Source: an optimization exercise on an open RTL-to-GDS flow (aim: small area and a short achievable clock period). Production flows keep margins and buffers that such runs may drop.
Where RTL was checked, it was by simulation tests only, not by an equivalence proof against the original.

==> delta <==
## fir_3tap
module fir_3tap (input clk,
                 input [7:0] Xin,
                 input [7:0] H0,
                 input [7:0] H1,
                 input [7:0] H2,
                 output reg [15:0] Yout);
==> flow/config.mk <==
export PLATFORM = sky130hd
export DESIGN_NAME = fir_3tap
export DESIGN_NICKNAME = fir_3tap
export VERILOG_FILES = /design/flow/design.v
export SDC_FILE = /design/flow/constraint.sdc
export NUM_CORES = 4
export LEC_CHECK = 0
export CAP_MARGIN = 20
export CORE_MARGIN = 2
export CORE_UTILIZATION = 55
export CTS_BUF_LIST = sky130_fd_sc_hd__clkbuf_8
export SLEW_MARGIN = 20
export SYNTH_HIERARCHICAL = 1
export SYNTH_MINIMUM_KEEP_SIZE = 0
export TNS_END_PERCENT = 0
==> flow/constraint.sdc <==
create_clock -name core_clock -period 12.5 [get_ports {clk}]
set_input_delay 2.5000 -clock core_clock [delete_from_list [all_inputs] [get_ports {clk}]]
set_output_delay 2.5000 -clock core_clock [all_outputs]
set_load 0.01 [all_outputs]
standard.sh (not shown) runs the stock make flow with config.mk's settings and CLKGATE_MAP_FILE= SYNTH_SCRIPT=/design/flow/synth_recipe.tcl, a recipe that flattens the netlist after the stock synthesis.
==> flow/flow/run.sh <==
#!/bin/bash
# The standard layout (standard.sh), with two changes to how it is made:
# - ports are buffered with buf_1 instead of the default delay buffer;
# - repair_timing aims for 6.6 ns of setup slack instead of 0.
set -euo pipefail
export SETUP_SLACK_MARGIN=6.6
export BUFFER_PORTS_ARGS="-buffer_cell sky130_fd_sc_hd__buf_1"
bash standard.sh > standard.log 2>&1
==> garnet: changes against delta <==
- CORE_UTILIZATION: 55 -> 65
- CTS_BUF_LIST: sky130_fd_sc_hd__clkbuf_8 -> sky130_fd_sc_hd__clkbuf_16
- CTS_CLUSTER_SIZE: default -> 50
==> results.txt <==
metric                                                                            garnet                      delta
Vias per std cell                                                                   5.39                       5.33
Non-Clock Buffer Area Fraction                                                    0.0398                     0.0413
CTS Root Cell                                                 sky130_fd_sc_hd__clkbuf_16  sky130_fd_sc_hd__clkbuf_8
WHS                                                                             0.450 ns                   0.452 ns
Placement Rows                                                                        36                         39
Die span in x                                                                     104 um                     113 um
First drt pass iteration count                                                         5                          4
Instance area after placement                                                   6620 um2                   6650 um2
Reg-to-reg setup timing slack                                                    9.13 ns                    9.09 ns
Detailed-routing wirelength on met1                                              5.40 mm                    5.56 mm
Cts repair resizes                                                                    18                          1
First-pass GRT wire length                                                       22.9 mm                    22.7 mm
Wire length per cell                                                             14.8 um                    14.4 um
Highest attainable clock frequency                                             0.175 GHz                  0.175 GHz
Fraction of final layout cells sized beyond drive strength 1                      0.0710                     0.0680
Total routing resource utilization after global routing                            0.261                      0.219
Routed wire length on met3                                                        552 um                     542 um
Result of the run                                                         finished clean             finished clean
Chip height                                                                       104 um                     113 um

==> raven: inputs <==
Starting RTL as in the previous note.
Settings: LEC_CHECK=0, CAP_MARGIN=20, CORE_MARGIN=2, CORE_UTILIZATION=65, CTS_BUF_LIST=sky130_fd_sc_hd__clkbuf_8, SLEW_MARGIN=20, SYNTH_HIERARCHICAL=1, SYNTH_MINIMUM_KEEP_SIZE=0, TNS_END_PERCENT=0; clock period 12.5 ns.
Scripts as last shown in full above: flow/flow/run.sh
==> juniper: changes against raven <==
==> flow/flow/run.sh (replaced) <==
#!/bin/bash
# The standard layout (standard.sh), with two changes to how it is made:
# - ports are buffered with buf_1 instead of the default delay buffer;
# - repair_timing aims for 6.9 ns of setup slack instead of 0.
set -euo pipefail
export SETUP_SLACK_MARGIN=6.9
export SETUP_MOVE_SEQUENCE=unbuffer,sizeup,swap
export BUFFER_PORTS_ARGS="-buffer_cell sky130_fd_sc_hd__buf_1"
bash standard.sh > standard.log 2>&1
CORE_UTILIZATION = 55   (was 65)
==> maple: changes against raven <==
==> flow/flow/run.sh (replaced) <==
#!/bin/bash
# The standard layout (standard.sh), with two changes to how it is made:
# - ports are buffered with buf_1 instead of the default delay buffer;
# - repair_timing aims for 6.75 ns of setup slack instead of 0.
set -euo pipefail
export SETUP_SLACK_MARGIN=6.75
export BUFFER_PORTS_ARGS="-buffer_cell sky130_fd_sc_hd__buf_1"
bash standard.sh > standard.log 2>&1
CORE_UTILIZATION = 55   (was 65)
==> flow_metrics.tcl <==
set metrics [dict create \
    status "finished clean" \
    drive_above_1_share_pct 15.7 \
    tightest_slew_ns 0.436 \
    multi_input_area_mm2 0.00546 \
    dpl-instance-area_mm2 0.00667 \
    use_met2_pct 40.0 \
    post-route-period-util_pct 44.0 \
    reg2regPathDepth 11 \
    grt_pass1_wl_mm 23.2 \
    die-height_um 113 \
    seq_share_pct 13.4 \
    grt_usage_pct 22.6 \
    fmax_mhz 182 \
]
-- figures above: juniper

==> flow_metrics.tcl <==
set metrics [dict create \
    grt_usage_pct 21.9 \
    status "finished clean" \
    tightest_slew_ns 0.431 \
    clockBufferDepth 2 \
    die-height_um 113 \
    dpl-instance-area_mm2 0.00664 \
    use_met2_pct 37.0 \
    reg2regPathDepth 10 \
    drive_above_1_share_pct 8.02 \
]
-- figures above: maple

==> flow_metrics.tcl <==
set metrics [dict create \
    status "finished clean" \
    multi_input_area_mm2 0.00524 \
    grt_usage_pct 26.1 \
    reg2regPathDepth 10 \
    dpl-instance-area_mm2 0.00662 \
    fmax_mhz 174 \
    post-route-period-util_pct 46.0 \
    drive_above_1_share_pct 7.10 \
    use_met2_pct 46.4 \
    hold_buffers 0 \
    die-height_um 104 \
    grt_pass1_wl_mm 22.9 \
    tightest_slew_ns 0.424 \
]
-- figures above: raven


==> inputs of exp/onyx <==
Another version of the RTL of fir_3tap (not shown whole).
// fir_3tap
module fir_3tap (input clk,
                 input [7:0] Xin,
                 input [7:0] H0,
                 input [7:0] H1,
                 input [7:0] H2,
                 output reg [15:0] Yout);
clock: 12.5 ns
lec_check: 0
cap_margin: 20
core_margin: 2
core_utilization: 55
cts_buf_list: sky130_fd_sc_hd__clkbuf_8
slew_margin: 20
synth_hierarchical: 1
synth_minimum_keep_size: 0
tns_end_percent: 0
==> flow/flow/run.sh <==
#!/bin/bash
# The standard layout (standard.sh), with three changes to how it is made:
# - ports are buffered with buf_1 instead of the default delay buffer;
# - repair_timing aims for 6.9 ns of setup slack instead of 0;
# - repair_timing fixes setup by resizing and pin swapping only (no new buffers).
set -euo pipefail
export SETUP_SLACK_MARGIN=6.9
export SETUP_MOVE_SEQUENCE=unbuffer,sizeup,swap
export BUFFER_PORTS_ARGS="-buffer_cell sky130_fd_sc_hd__buf_1"
bash standard.sh > standard.log 2>&1
==> exp/willow (differences from exp/onyx) <==
--- a/flow/design.v
+++ b/flow/design.v
@@ -663,185 +663,201 @@
 g_xnor2 u29 (n29, t0_s54, t0_p0_0);
 wire n30;
 g_or2 u30 (n30, t0_s54, t0_p0_0);
 wire t0_rs1, t0_rc1;
 full_adder t0_rfa1 (t0_rs1, t0_rc1, t0_c54, t0_s55, n30);
 wire t0_rs2, t0_rc2;
 full_adder t0_rfa2 (t0_rs2, t0_rc2, t0_c55, t0_s56, t0_rc1);
-wire t0_rs3, t0_rc3;
-full_adder t0_rfa3 (t0_rs3, t0_rc3, t0_c56, t0_s57, t0_rc2);
 wire n31;
-g_or2 u31 (n31, t0_c57, t0_s58);
+g_or2 u31 (n31, t0_c56, t0_s57);
 wire n32;
-g_and2 u32 (n32, t0_c57, t0_s58);
+g_and2 u32 (n32, t0_c56, t0_s57);
 wire n33;
-g_aoi21 u33 (n33, n31, t0_rc3, n32);
+g_aoi21 u33 (n33, n31, t0_rc2, n32);
 wire n34;
-g_nor2 u34 (n34, t0_c58, t0_s59);
+g_nor2 u34 (n34, t0_c57, t0_s58);
 wire n35;
-g_nand2 u35 (n35, t0_c58, t0_s59);
+g_nand2 u35 (n35, t0_c57, t0_s58);
 wire n36;
 g_oai21 u36 (n36, n34, n33, n35);
 wire n37;
-g_or2 u37 (n37, t0_c59, t0_s60);
+g_or2 u37 (n37, t0_c58, t0_s59);
 wire n38;
-g_and2 u38 (n38, t0_c59, t0_s60);
+g_and2 u38 (n38, t0_c58, t0_s59);
 wire n39;
 g_aoi21 u39 (n39, n37, n36, n38);
 wire n40;
-g_nor2 u40 (n40, t0_c60, t0_s61);
+g_nor2 u40 (n40, t0_c59, t0_s60);
 wire n41;
-g_nand2 u41 (n41, t0_c60, t0_s61);
+g_nand2 u41 (n41, t0_c59, t0_s60);
 wire n42;
 g_oai21 u42 (n42, n40, n39, n41);
 wire n43;
-g_nor2 u43 (n43, t0_c62, t0_s63);
+g_nor2 u43 (n43, t0_c61, t0_s62);
 wire n44;
-g_nand2 u44 (n44, t0_c61, t0_s62);
+g_nand2 u44 (n44, t0_c60, t0_s61);
 wire n45;
-g_nand2 u45 (n45, t0_c62, t0_s63);
+g_nand2 u45 (n45, t0_c61, t0_s62);
 wire n46;
 g_oai21 u46 (n46, n43, n44, n45);
 wire n47;
-g_nor2 u47 (n47, t0_c61, t0_s62);
+g_nor2 u47 (n47, t0_c60, t0_s61);
 wire n48;
 g_nor2 u48 (n48, n43, n47);
 wire n49;
-g_nor2 u49 (n49, t0_c64, t0_s65);
+g_nor2 u49 (n49, t0_c63, t0_s64);
 wire n50;
-g_nand2 u50 (n50, t0_c63, t0_s64);
+g_nand2 u50 (n50, t0_c62, t0_s63);
 wire n51;
-g_nand2 u51 (n51, t0_c64, t0_s65);
+g_nand2 u51 (n51, t0_c63, t0_s64);
 wire n52;
 g_oai21 u52 (n52, n49, n50, n51);
 wire n53;
-g_nor2 u53 (n53, t0_c63, t0_s64);
+g_nor2 u53 (n53, t0_c62, t0_s63);
 wire n54;
 g_nor2 u54 (n54, n49, n53);
 wire n55;
-g_nor2 u55 (n55, t0_c66, t0_s67);
+g_nor2 u55 (n55, t0_c65, t0_s66);
 wire n56;
-g_nand2 u56 (n56, t0_c65, t0_s66);
+g_nand2 u56 (n56, t0_c64, t0_s65);
 wire n57;
-g_nand2 u57 (n57, t0_c66, t0_s67);
+g_nand2 u57 (n57, t0_c65, t0_s66);
 wire n58;
 g_oai21 u58 (n58, n55, n56, n57);
 wire n59;
-g_nor2 u59 (n59, t0_c65, t0_s66);
+g_nor2 u59 (n59, t0_c64, t0_s65);
 wire n60;
 g_nor2 u60 (n60, n55, n59);
 wire n61;
-g_aoi21 u61 (n61, n48, n42, n46);
+g_nor2 u61 (n61, t0_c67, t0_s68);
 wire n62;
-g_or2 u62 (n62, t0_c60, t0_s61);
+g_nand2 u62 (n62, t0_c66, t0_s67);
 wire n63;
-g_nand2 u63 (n63, n48, n62);
+g_nand2 u63 (n63, t0_c67, t0_s68);
 wire n64;
-g_aoi21 u64 (n64, n60, n52, n58);
+g_oai21 u64 (n64, n61, n62, n63);
 wire n65;
-g_nand2 u65 (n65, n60, n54);
+g_nor2 u65 (n65, t0_c66, t0_s67);
 wire n66;
-g_oai21 u66 (n66, n65, n61, n64);
+g_nor2 u66 (n66, n61, n65);
 wire n67;
-g_nor2 u67 (n67, n65, n63);
+g_aoi21 u67 (n67, n48, n42, n46);
 wire n68;
-g_inv u68 (n68, n54);
+g_or2 u68 (n68, t0_c59, t0_s60);
 wire n69;
-g_inv u69 (n69, n52);
+g_nand2 u69 (n69, n48, n68);
 wire n70;
-g_oai21 u70 (n70, n68, n61, n69);
+g_aoi21 u70 (n70, n60, n52, n58);
 wire n71;
-g_inv u71 (n71, n54);
+g_nand2 u71 (n71, n60, n54);
 wire n72;
-g_nor2 u72 (n72, n71, n63);
+g_oai21 u72 (n72, n71, n67, n70);
 wire n73;
-g_or2 u73 (n73, t0_c61, t0_s62);
+g_nor2 u73 (n73, n71, n69);
 wire n74;
-g_and2 u74 (n74, t0_c61, t0_s62);
+g_inv u74 (n74, n54);
 wire n75;
-g_aoi21 u75 (n75, n73, n42, n74);
+g_inv u75 (n75, n52);
 wire n76;
-g_nand2 u76 (n76, n73, n62);
+g_oai21 u76 (n76, n74, n67, n75);
 wire n77;
-g_oai21 u77 (n77, n53, n61, n50);
+g_inv u77 (n77, n54);
 wire n78;
-g_nor2 u78 (n78, n53, n63);
+g_nor2 u78 (n78, n77, n69);
 wire n79;
-g_or2 u79 (n79, t0_c65, t0_s66);
+g_aoi21 u79 (n79, n66, n72, n64);
 wire n80;
-g_and2 u80 (n80, t0_c65, t0_s66);
+g_nand2 u80 (n80, n66, n73);
 wire n81;
-g_aoi21 u81 (n81, n79, n70, n80);
+g_or2 u81 (n81, t0_c60, t0_s61);
 wire n82;
-g_nand2 u82 (n82, n79, n72);
+g_and2 u82 (n82, t0_c60, t0_s61);
 wire n83;
-g_or2 u83 (n83, t0_c67, t0_s68);
+g_aoi21 u83 (n83, n81, n42, n82);
 wire n84;
-g_and2 u84 (n84, t0_c67, t0_s68);
+g_nand2 u84 (n84, n81, n68);
 wire n85;
-g_aoi21 u85 (n85, n83, n66, n84);
+g_oai21 u85 (n85, n53, n67, n50);
 wire n86;
-g_nand2 u86 (n86, n83, n67);
+g_nor2 u86 (n86, n53, n69);
 wire n87;
-g_inv u87 (n87, n29);
+g_or2 u87 (n87, t0_c64, t0_s65);
 wire n88;
-g_inv u88 (n88, t0_rs1);
+g_and2 u88 (n88, t0_c64, t0_s65);
 wire n89;
-g_inv u89 (n89, t0_rs2);
+g_aoi21 u89 (n89, n87, n76, n88);
 wire n90;
-g_inv u90 (n90, t0_rs3);
+g_nand2 u90 (n90, n87, n78);
 wire n91;
-g_xor2 u91 (n91, t0_c57, t0_s58);
+g_or2 u91 (n91, t0_c66, t0_s67);
 wire n92;
-g_xnor2 u92 (n92, n91, t0_rc3);
+g_and2 u92 (n92, t0_c66, t0_s67);
 wire n93;
-g_xor2 u93 (n93, t0_c58, t0_s59);
+g_aoi21 u93 (n93, n91, n72, n92);
 wire n94;
-g_xor2 u94 (n94, n93, n33);
+g_nand2 u94 (n94, n91, n73);
 wire n95;
-g_xor2 u95 (n95, t0_c59, t0_s60);
+g_inv u95 (n95, n29);
 wire n96;
-g_xnor2 u96 (n96, n95, n36);
+g_inv u96 (n96, t0_rs1);
 wire n97;
-g_xor2 u97 (n97, t0_c60, t0_s61);
+g_inv u97 (n97, t0_rs2);
 wire n98;
-g_xor2 u98 (n98, n97, n39);
+g_xor2 u98 (n98, t0_c56, t0_s57);
 wire n99;
-g_xor2 u99 (n99, t0_c61, t0_s62);
+g_xnor2 u99 (n99, n98, t0_rc2);
 wire n100;
-g_xnor2 u100 (n100, n99, n42);
+g_xor2 u100 (n100, t0_c57, t0_s58);
 wire n101;
-g_xor2 u101 (n101, t0_c62, t0_s63);
+g_xor2 u101 (n101, n100, n33);
 wire n102;
-g_xor2 u102 (n102, n101, n75);
+g_xor2 u102 (n102, t0_c58, t0_s59);
 wire n103;
-g_xor2 u103 (n103, t0_c63, t0_s64);
+g_xnor2 u103 (n103, n102, n36);
 wire n104;
-g_xor2 u104 (n104, n103, n61);
+g_xor2 u104 (n104, t0_c59, t0_s60);
 wire n105;
-g_xor2 u105 (n105, t0_c64, t0_s65);
+g_xor2 u105 (n105, n104, n39);
 wire n106;
-g_xnor2 u106 (n106, n105, n77);
+g_xor2 u106 (n106, t0_c60, t0_s61);
 wire n107;
-g_xor2 u107 (n107, t0_c65, t0_s66);
+g_xnor2 u107 (n107, n106, n42);
 wire n108;
-g_xnor2 u108 (n108, n107, n70);
+g_xor2 u108 (n108, t0_c61, t0_s62);
 wire n109;
-g_xor2 u109 (n109, t0_c66, t0_s67);
+g_xor2 u109 (n109, n108, n83);
 wire n110;
-g_xor2 u110 (n110, n109, n81);
+g_xor2 u110 (n110, t0_c62, t0_s63);
 wire n111;
-g_xor2 u111 (n111, t0_c67, t0_s68);
+g_xor2 u111 (n111, n110, n67);
 wire n112;
-g_xnor2 u112 (n112, n111, n66);
+g_xor2 u112 (n112, t0_c63, t0_s64);
 wire n113;
-g_xor2 u113 (n113, t0_c68, t0_s69);
+g_xnor2 u113 (n113, n112, n85);
 wire n114;
-g_xor2 u114 (n114, n113, n85);
-wire [15:0] t0_sn = {n114, n112, n110, n108, n106, n104, n102, n100, n98, n96, n94, n92, n90, n89, n88, n87};
+g_xor2 u114 (n114, t0_c64, t0_s65);
+wire n115;
+g_xnor2 u115 (n115, n114, n76);
+wire n116;
+g_xor2 u116 (n116, t0_c65, t0_s66);
+wire n117;
+g_xor2 u117 (n117, n116, n89);
+wire n118;
+g_xor2 u118 (n118, t0_c66, t0_s67);
+wire n119;
+g_xnor2 u119 (n119, n118, n72);
+wire n120;
+g_xor2 u120 (n120, t0_c67, t0_s68);
+wire n121;
+g_xor2 u121 (n121, n120, n93);
+wire n122;
+g_xor2 u122 (n122, t0_c68, t0_s69);
+wire n123;
+g_xor2 u123 (n123, n122, n79);
+wire [15:0] t0_sn = {n123, n121, n119, n117, n115, n113, n111, n109, n107, n105, n103, n101, n99, n97, n96, n95};
 always @(posedge clk) begin
   Xd   <= Xin;
   H1d  <= H1;
   H2d  <= H2;
   Pn   <= t2_sn;
   Yout <= t0_sn;
 end
Settings changed: CORE_UTILIZATION 55 to 45.
==> exp/sierra (differences from exp/onyx) <==
==> flow/flow/run.sh (replaced) <==
#!/bin/bash
# The standard layout (standard.sh), with two changes to how it is made:
# - ports are buffered with buf_1 instead of the default delay buffer;
# - repair_timing aims for 7.1 ns of setup slack instead of 0.
set -euo pipefail
export SETUP_SLACK_MARGIN=7.1
export BUFFER_PORTS_ARGS="-buffer_cell sky130_fd_sc_hd__buf_1"
bash standard.sh > standard.log 2>&1
==> impl_results.md <==
* Status: no timing/DRC/antenna violations
* Critical Path Stages at 12
* Seq/Total Area, Yosys at 0.175
* Synth top area share at 0.488
* Routed Wire Length at 12.3 mm
* TAP cells at 180
* Iteration-0 DRC Markers at 126
* Buffering overhead at 0.0297
* CP Launch Point: H0[7]
* Final Non-Filler Cells at 801
* Layout cells sized above 1 at 0.124
* Area of the mapped netlist at 6400 sq um
* CP bufs+invs at 1
* First-pass GRT wire length at 21.8 mm
Source of the figures above: exp/willow

==> impl_results.md <==
* DIE HEIGHT at 112 microns
* Yosys warnings at 7
* Routed Wire Length at 12.0 mm
* Synth top area share at 0.493
* Critical Path Stages at 12
* CP bufs+invs at 1
* First-pass GRT wire length at 22.3 mm
* Status: no timing/DRC/antenna violations
* Most frequent cells after synthesis: nand2_1, fa_1, dfxtp_1
* Seq/Total Area, Yosys at 0.176
* Final Non-Filler Cells at 757
* Area of the multi-input gates at 4970 sq um
* Fraction of area in registers at 0.174
* Area of the mapped netlist at 6370 sq um
* TAP cells at 143
* CP top delay family: adder cells
* Buffering overhead at 0.0313
* Iteration-0 DRC Markers at 141
Source of the figures above: exp/onyx

==> impl_results.md <==
* Critical Path Stages at 15
* Routed Wire Length at 13.4 mm
* Synth top area share at 0.493
* Area of the mapped netlist at 6370 sq um
* Final Non-Filler Cells at 783
* CP bufs+invs at 2
* First-pass GRT wire length at 23.2 mm
* Layout cells sized above 1 at 0.172
* Iteration-0 DRC Markers at 142
* Seq/Total Area, Yosys at 0.176
* Status: no timing/DRC/antenna violations
Source of the figures above: exp/sierra

Only the layout flow was run in exp/willow; the RTL was not checked for function there.

[separate check: timing with driven ports]
How much do the figures lean on ideal ports? The routed layouts below were timed once more, with nothing changed but the port constraints. Step 1 sets driving cells, clkbuf_16 on the clock port and buf_2 on the other inputs (assumed; they add their load-dependent delay and slew). Step 2 moves the port delays by t, midway between the first and last clock arrival at a register: inputs arrive t later, outputs are due t later. That takes back most of the time a late clock gives input paths. a / b / c = ideal ports / drivers / drivers and shift; a / b = the first two.
| run | t, ns | setup WS [ns] | worst setup path at the end |
|---|---|---|---|
| delta | 0.338 | 6.799 / 6.804 / 6.467 | input to register |
| garnet | 0.324 | 6.770 / 6.787 / 6.463 | input to register |
| raven | 0.335 | 6.745 / 6.756 / 6.421 | input to register |
| juniper | 0.343 | 7.003 / 6.985 / 6.642 | input to register |
| maple | 0.353 | 6.844 / 6.853 / 6.500 | input to register |
| exp/onyx | 0.373 | 6.931 / 6.943 / 6.570 | input to register |
| exp/willow | 0.367 | 6.938 / 6.947 / 6.580 | input to register |
| exp/sierra | 0.368 | 6.970 / 6.985 / 6.617 | input to register |
After both steps setup and hold are still met in every run listed.
